This design comes from an exercise in tuning for small area and a short achievable clock period on the open sky130 flow, not from production work.
The RTL was checked by simulation tests, not by an equivalence proof against the original design.

==> flow/design.v (excerpt) <==
module moving_avg_top #(
    parameter FILTER_TYPE =  0,     
    parameter WIDTH       = 16,
    parameter N           = 16,
    parameter SHIFT       =  4,
    parameter DO_ROUND    =  0,
    parameter K           =  3
)(
    input                     clk,
    input                     rst_n,
    input                     in_valid,
    input  signed [WIDTH-1:0] in_sample,
    output                    out_valid,
    output signed [WIDTH-1:0] out_sample
);
For scale: about 630 cells after synthesis, about 36 I/O pins, roughly 11000 µm² of cells after synthesis.
export LEC_CHECK = 0
export CAP_MARGIN = 20
export CORE_MARGIN = 2
export CORE_UTILIZATION = 40
export SETUP_SLACK_MARGIN = 2.8
export SLEW_MARGIN = 20
export SYNTH_HIERARCHICAL = 1
create_clock -name core_clock -period 4.8 [get_ports {clk}]
run.sh (not shown) runs the stock make flow with config.mk's settings and CLKGATE_MAP_FILE= SYNTH_SCRIPT=/design/flow/synth_recipe.tcl, a recipe that flattens the netlist after the stock synthesis.
The baseline finished with timing, DRC and antenna clean.
Next try:
CTS_BUF_LIST = sky130_fd_sc_hd__clkbuf_16   (was not set)
CTS_CLUSTER_DIAMETER = 100   (was not set)
CTS_CLUSTER_SIZE = 24   (was not set)
- The new run finished with timing, DRC and antenna clean
- hold slack barely changes
- global-route usage goes down by 0.40 points
- cell count decreases by 2.5%
- utilization falls by 2.3 points
- worst setup slack gets better by 0.019 ns
- clock skew grows by 0.013 ns
- cell area drops by 4.4%
- maximum frequency grows by 0.74%
- synthesized cell count stays the same


The RTL this note starts from:
==> flow/design.v <==
module mavg_pre_u #(parameter W = 20) (
	input  [W-1:0] a,
	input  [W-1:0] b,
	output [W-1:0] u
);
	assign u = ~(a ^ b);
endmodule
module mavg_pre_v #(parameter W = 20) (
	input  [W-1:0] a,
	input  [W-1:0] b,
	output [W-1:0] v
);
	assign v = a & ~b;
endmodule
module mavg_merge_s #(parameter W = 20) (
	input  [W-1:0] u,
	input  [W-1:0] c,
	output [W-1:0] sn
);
	assign sn = ~(u ^ c);
endmodule
module mavg_merge_k #(parameter W = 20) (
	input  [W-1:0] u,
	input  [W-1:0] v,
	input  [W-1:0] c,
	output [W-1:0] kn
);
	assign kn = {~(v[W-2:0] | (u[W-2:0] & c[W-2:0])), 1'b0};
endmodule
module mavg_prop #(parameter W = 20) (
	input  [W-1:0] sn,
	input  [W-1:0] kn,
	output [W-1:0] p
);
	assign p = sn ^ kn;
endmodule
module mavg_tprop #(parameter W = 20) (
	input  [W-1:0] sn,
	input  [W-1:0] kn,
	output [W-1:0] t
);
	assign t = ~(sn & kn);
endmodule
module mavg_gen #(parameter W = 20) (
	input  [W-1:0] sn,
	input  [W-1:0] kn,
	output [W-1:0] g
);
	assign g = ~(sn | kn);
endmodule
module mavg_ks #(parameter W = 20, parameter L = 1) (
	input  [W-1:0] gi,
	input  [W-1:0] pi,
	output [W-1:0] go,
	output [W-1:0] po
);
	localparam D = 1 << (L - 1);
	localparam IN_INV = ((L - 1) % 2) == 1;
	genvar j;
	generate
		for (j = 0; j < W; j = j + 1) begin : b
			if (j < D) begin : pass
				assign go[j] = gi[j];
				assign po[j] = pi[j];
			end else begin : op
				localparam K = j - D;
				localparam K_INV = (K < D) ? (K == 1 || (K >= 4 && K < 8) || K >= 16) : IN_INV;
				wire gk_t = K_INV ? ~gi[K] : gi[K];
				if (!IN_INV) begin : t2i
					assign go[j] = ~(gi[j] | (pi[j] & gk_t));
					assign po[j] = ~(pi[j] & pi[K]);
				end else begin : i2t
					assign go[j] = ~(gi[j] & (pi[j] | ~gk_t));
					assign po[j] = ~(pi[j] | pi[K]);
				end
			end
		end
	endgenerate
endmodule
module mavg_sum_n #(parameter W = 20) (
	input  [W-1:0] p,
	input  [W-1:0] c,
	output [W-1:0] sn
);
	assign sn[0] = ~p[0];
	genvar j;
	generate
		for (j = 1; j < W; j = j + 1) begin : b
			if (j - 1 == 1 || (j - 1 >= 4 && j - 1 < 8) || j - 1 >= 16) begin : cinv
				assign sn[j] = p[j] ^ c[j-1];
			end else begin : ctrue
				assign sn[j] = ~(p[j] ^ c[j-1]);
			end
		end
	endgenerate
endmodule
module mavg_hold #(parameter W = 20) (
	input  [W-1:0] an,
	input  [W-1:0] bn,
	input          en,
	output [W-1:0] y
);
	assign y = ~(en ? an : bn);
endmodule
module moving_avg_filter #(
	parameter WIDTH = 16,
	parameter N     = 16
)(
	input                         clk,
	input                         rst_n,
	input                         in_valid,
	input      signed [WIDTH-1:0] in_sample,
	output reg                    out_valid,
	output     signed [WIDTH-1:0] out_sample
);
	localparam SHIFT = 4;
	localparam W = WIDTH + SHIFT;
	reg [WIDTH-1:0] window [0:N-2];
	reg [WIDTH-1:0] oldest;   
	reg [SHIFT-1:0] count;    
	reg             full;     
	reg [W-1:0]     sum;
	wire fills = full | (&count);   
	wire [W-1:0] b = {{SHIFT{oldest[WIDTH-1]}}, oldest};
	wire [W-1:0] c = {{SHIFT{in_sample[WIDTH-1]}}, in_sample};
	wire [W-1:0] next_sum_n, sum_n;
	wire [W-1:0] t0;
	wire [W-1:0] u, v, sn, kn, g0, p0, gn1, pn1, g2, p2, gn3, pn3, g4, p4, gn5, pn5, next_sum;
	mavg_pre_u             u_pru (.a(sum), .b(b), .u(u));
	mavg_pre_v             u_prv (.a(sum), .b(b), .v(v));
	mavg_merge_s           u_mgs (.u(u), .c(c), .sn(sn));
	mavg_merge_k           u_mgk (.u(u), .v(v), .c(c), .kn(kn));
	mavg_prop              u_prp (.sn(sn), .kn(kn), .p(p0));
	mavg_gen               u_gen (.sn(sn), .kn(kn), .g(g0));
	mavg_tprop             u_tpr (.sn(sn), .kn(kn), .t(t0));
	mavg_ks      #(.L(1))  u_ks1 (.gi(g0),  .pi(t0),  .go(gn1), .po(pn1));
	mavg_ks      #(.L(2))  u_ks2 (.gi(gn1), .pi(pn1), .go(g2),  .po(p2));
	mavg_ks      #(.L(3))  u_ks3 (.gi(g2),  .pi(p2),  .go(gn3), .po(pn3));
	mavg_ks      #(.L(4))  u_ks4 (.gi(gn3), .pi(pn3), .go(g4),  .po(p4));
	mavg_ks      #(.L(5))  u_ks5 (.gi(g4),  .pi(p4),  .go(gn5), .po(pn5));
	mavg_sum_n             u_sum (.p(p0), .c(gn5), .sn(next_sum_n));
	mavg_hold              u_hld (.an(next_sum_n), .bn(sum_n), .en(in_valid), .y(next_sum));
	assign sum_n = ~sum;
	integer i;
	always @(posedge clk) begin
		if (in_valid) begin
			window[0] <= in_sample;
			for (i = 1; i < N-1; i = i + 1)
				window[i] <= window[i-1];
		end
	end
	always @(posedge clk or negedge rst_n) begin
		if (!rst_n) begin
			oldest    <= {WIDTH{1'b0}};
			sum       <= {W{1'b0}};
			count     <= {SHIFT{1'b0}};
			full      <= 1'b0;
			out_valid <= 1'b0;
		end else begin
			sum       <= next_sum;
			out_valid <= 1'b0;
			if (in_valid) begin
				oldest    <= fills ? window[N-2] : {WIDTH{1'b0}};
				count     <= count + 1'b1;
				if (&count) full <= 1'b1;
				out_valid <= fills;
			end
		end
	end
	assign out_sample = sum[W-1:SHIFT];
endmodule
module moving_avg_top #(
    parameter FILTER_TYPE =  0,     
    parameter WIDTH       = 16,
    parameter N           = 16,
    parameter SHIFT       =  4,
    parameter DO_ROUND    =  0,
    parameter K           =  3
)(
    input                     clk,
    input                     rst_n,
    input                     in_valid,
    input  signed [WIDTH-1:0] in_sample,
    output                    out_valid,
    output signed [WIDTH-1:0] out_sample
);
    wire                     out_valid_w;
    wire signed [WIDTH-1:0]  out_sample_w;
    generate
        if (FILTER_TYPE == 0) begin : gen_win_buffer
            moving_avg_filter #(
                .WIDTH (WIDTH),
                .N     (N)
            ) u_filter (
                .clk        (clk),
                .rst_n      (rst_n),
                .in_valid   (in_valid),
                .in_sample  (in_sample),
                .out_valid  (out_valid_w),
                .out_sample (out_sample_w)
            );
        end else begin : gen_default
            moving_avg_filter #(
                .WIDTH (WIDTH),
                .N     (N)
            ) u_filter (
                .clk        (clk),
                .rst_n      (rst_n),
                .in_valid   (in_valid),
                .in_sample  (in_sample),
                .out_valid  (out_valid_w),
                .out_sample (out_sample_w)
            );
        end
    endgenerate
    assign out_valid  = out_valid_w;
    assign out_sample = out_sample_w;
endmodule
==> flow/config.mk <==
export PLATFORM = sky130hd
export DESIGN_NAME = moving_avg_top
export DESIGN_NICKNAME = moving_avg_top
export VERILOG_FILES = /design/flow/design.v
export SDC_FILE = /design/flow/constraint.sdc
export NUM_CORES = 4
export LEC_CHECK = 0
export CAP_MARGIN = 20
export CORE_MARGIN = 2
export CORE_UTILIZATION = 40
export CTS_BUF_LIST = sky130_fd_sc_hd__clkbuf_16
export CTS_CLUSTER_DIAMETER = 100
export CTS_CLUSTER_SIZE = 24
export SETUP_SLACK_MARGIN = 2.1
export SLEW_MARGIN = 20
export SYNTH_HIERARCHICAL = 1
==> flow/constraint.sdc <==
create_clock -name core_clock -period 4.8 [get_ports {clk}]
set_input_delay 0.9600 -clock core_clock [delete_from_list [all_inputs] [get_ports {clk}]]
set_output_delay 0.9600 -clock core_clock [all_outputs]
set_load 0.01 [all_outputs]
standard.sh (not shown) runs the stock make flow with config.mk's settings and CLKGATE_MAP_FILE= SYNTH_SCRIPT=/design/flow/synth_recipe.tcl, a recipe that flattens the netlist after the stock synthesis.
==> flow/flow/run.sh <==
#!/bin/bash
# The standard layout (standard.sh, unchanged synthesis), except that the
# port buffers that global placement inserts are plain buf_2 cells instead of
# the delay buffers buffer_ports picks by default.
set -euo pipefail
export BUFFER_PORTS_ARGS="-buffer_cell sky130_fd_sc_hd__buf_2"
bash standard.sh > flow_make.log 2>&1
Edit:
Settings changed: CTS_CLUSTER_SIZE 24 to 30, SETUP_SLACK_MARGIN 2.1 to 2.2.
=>
- wire length is about the same
- maximum frequency goes up by 6.5%
- worst hold slack degrades by 0.0051 ns
- clock skew grows by 0.0052 ns
- global-route usage stays flat
- flip-flop and latch count is unchanged
- non-clock buffer count does not change
- core utilization is about the same
Edit:
Settings changed: CORE_UTILIZATION 40 to 60, CTS_CLUSTER_SIZE 30 to 24.
What happened:
- routed wire length is lower by 4.1%
- non-clock buffer count goes up by 1
- clock skew is about the same
- maximum frequency shrinks by 4.5%
- area after synthesis is unchanged
- setup slack degrades by 0.11 ns
Edit:
Settings changed: CORE_UTILIZATION 60 to 40.
=> Synthesized area is unchanged. Final cell count goes up by 16%. Register-to-register slack improved by 0.13 ns. Worst hold slack hardly moves. Utilization goes down by 21 points. Setup slack improved by 0.13 ns. Count of clock-buffer cells in the layout goes up by 1. Non-clock buffer count goes down by 1.
Edit:
Settings changed: SETUP_SLACK_MARGIN 2.2 to 2.3.
Core utilization climbs by 0.57 points; setup slack is better by 0.023 ns; global-route usage hardly moves; final cell count is unchanged; register-to-register slack is better by 0.02 ns.

==> port drivers added, routing unchanged <==
How much do the figures lean on ideal ports? The routed layouts below were timed once more, with nothing changed but the port constraints. Step 1: set_driving_cell puts a clkbuf_16 on clk and a buf_2 on each other input, an assumption about the parent block. Step 2 times the ports against the registers' clock, not the clock port: input delays grow and output delays shrink by t, the midpoint of the rising clock arrivals with the driver on. a / b / c = no drivers / after step 1 / after step 2; a / b = the first two.
| run | shift t [ns] | setup WS [ns] | worst setup path after step 2 | worst register clock-pin slew, ns | worst data-port slew with drivers (ns) |
|---|---|---|---|---|---|
| the first run of note 1 | 0.577 | 2.289 / 2.313 / 1.740 | input to register | 0.06 / 0.06 | 0.06 |
| the second run of note 1 | 0.545 | 2.308 / 2.308 / 1.787 | input to register | 0.10 / 0.10 | 0.06 |
| the first run of note 2 | 0.520 | 2.273 / 2.273 / 1.851 | input to register | 0.09 / 0.09 | 0.07 |
| the second run of note 2 | 0.520 | 2.428 / 2.428 / 1.957 | input to register | 0.12 / 0.12 | 0.07 |
| the third run of note 2 | 0.526 | 2.315 / 2.315 / 1.880 | input to register | 0.10 / 0.10 | 0.06 |
| the fourth run of note 2 | 0.520 | 2.440 / 2.440 / 1.959 | input to register | 0.09 / 0.09 | 0.08 |
| the fifth run of note 2 | 0.522 | 2.463 / 2.463 / 2.036 | input to register | 0.09 / 0.09 | 0.08 |
After both steps every run listed still meets setup and hold. The setup slack of the first run of note 1, which loses most, moves by +0.024 ns with the drivers and by -0.549 ns with both steps.
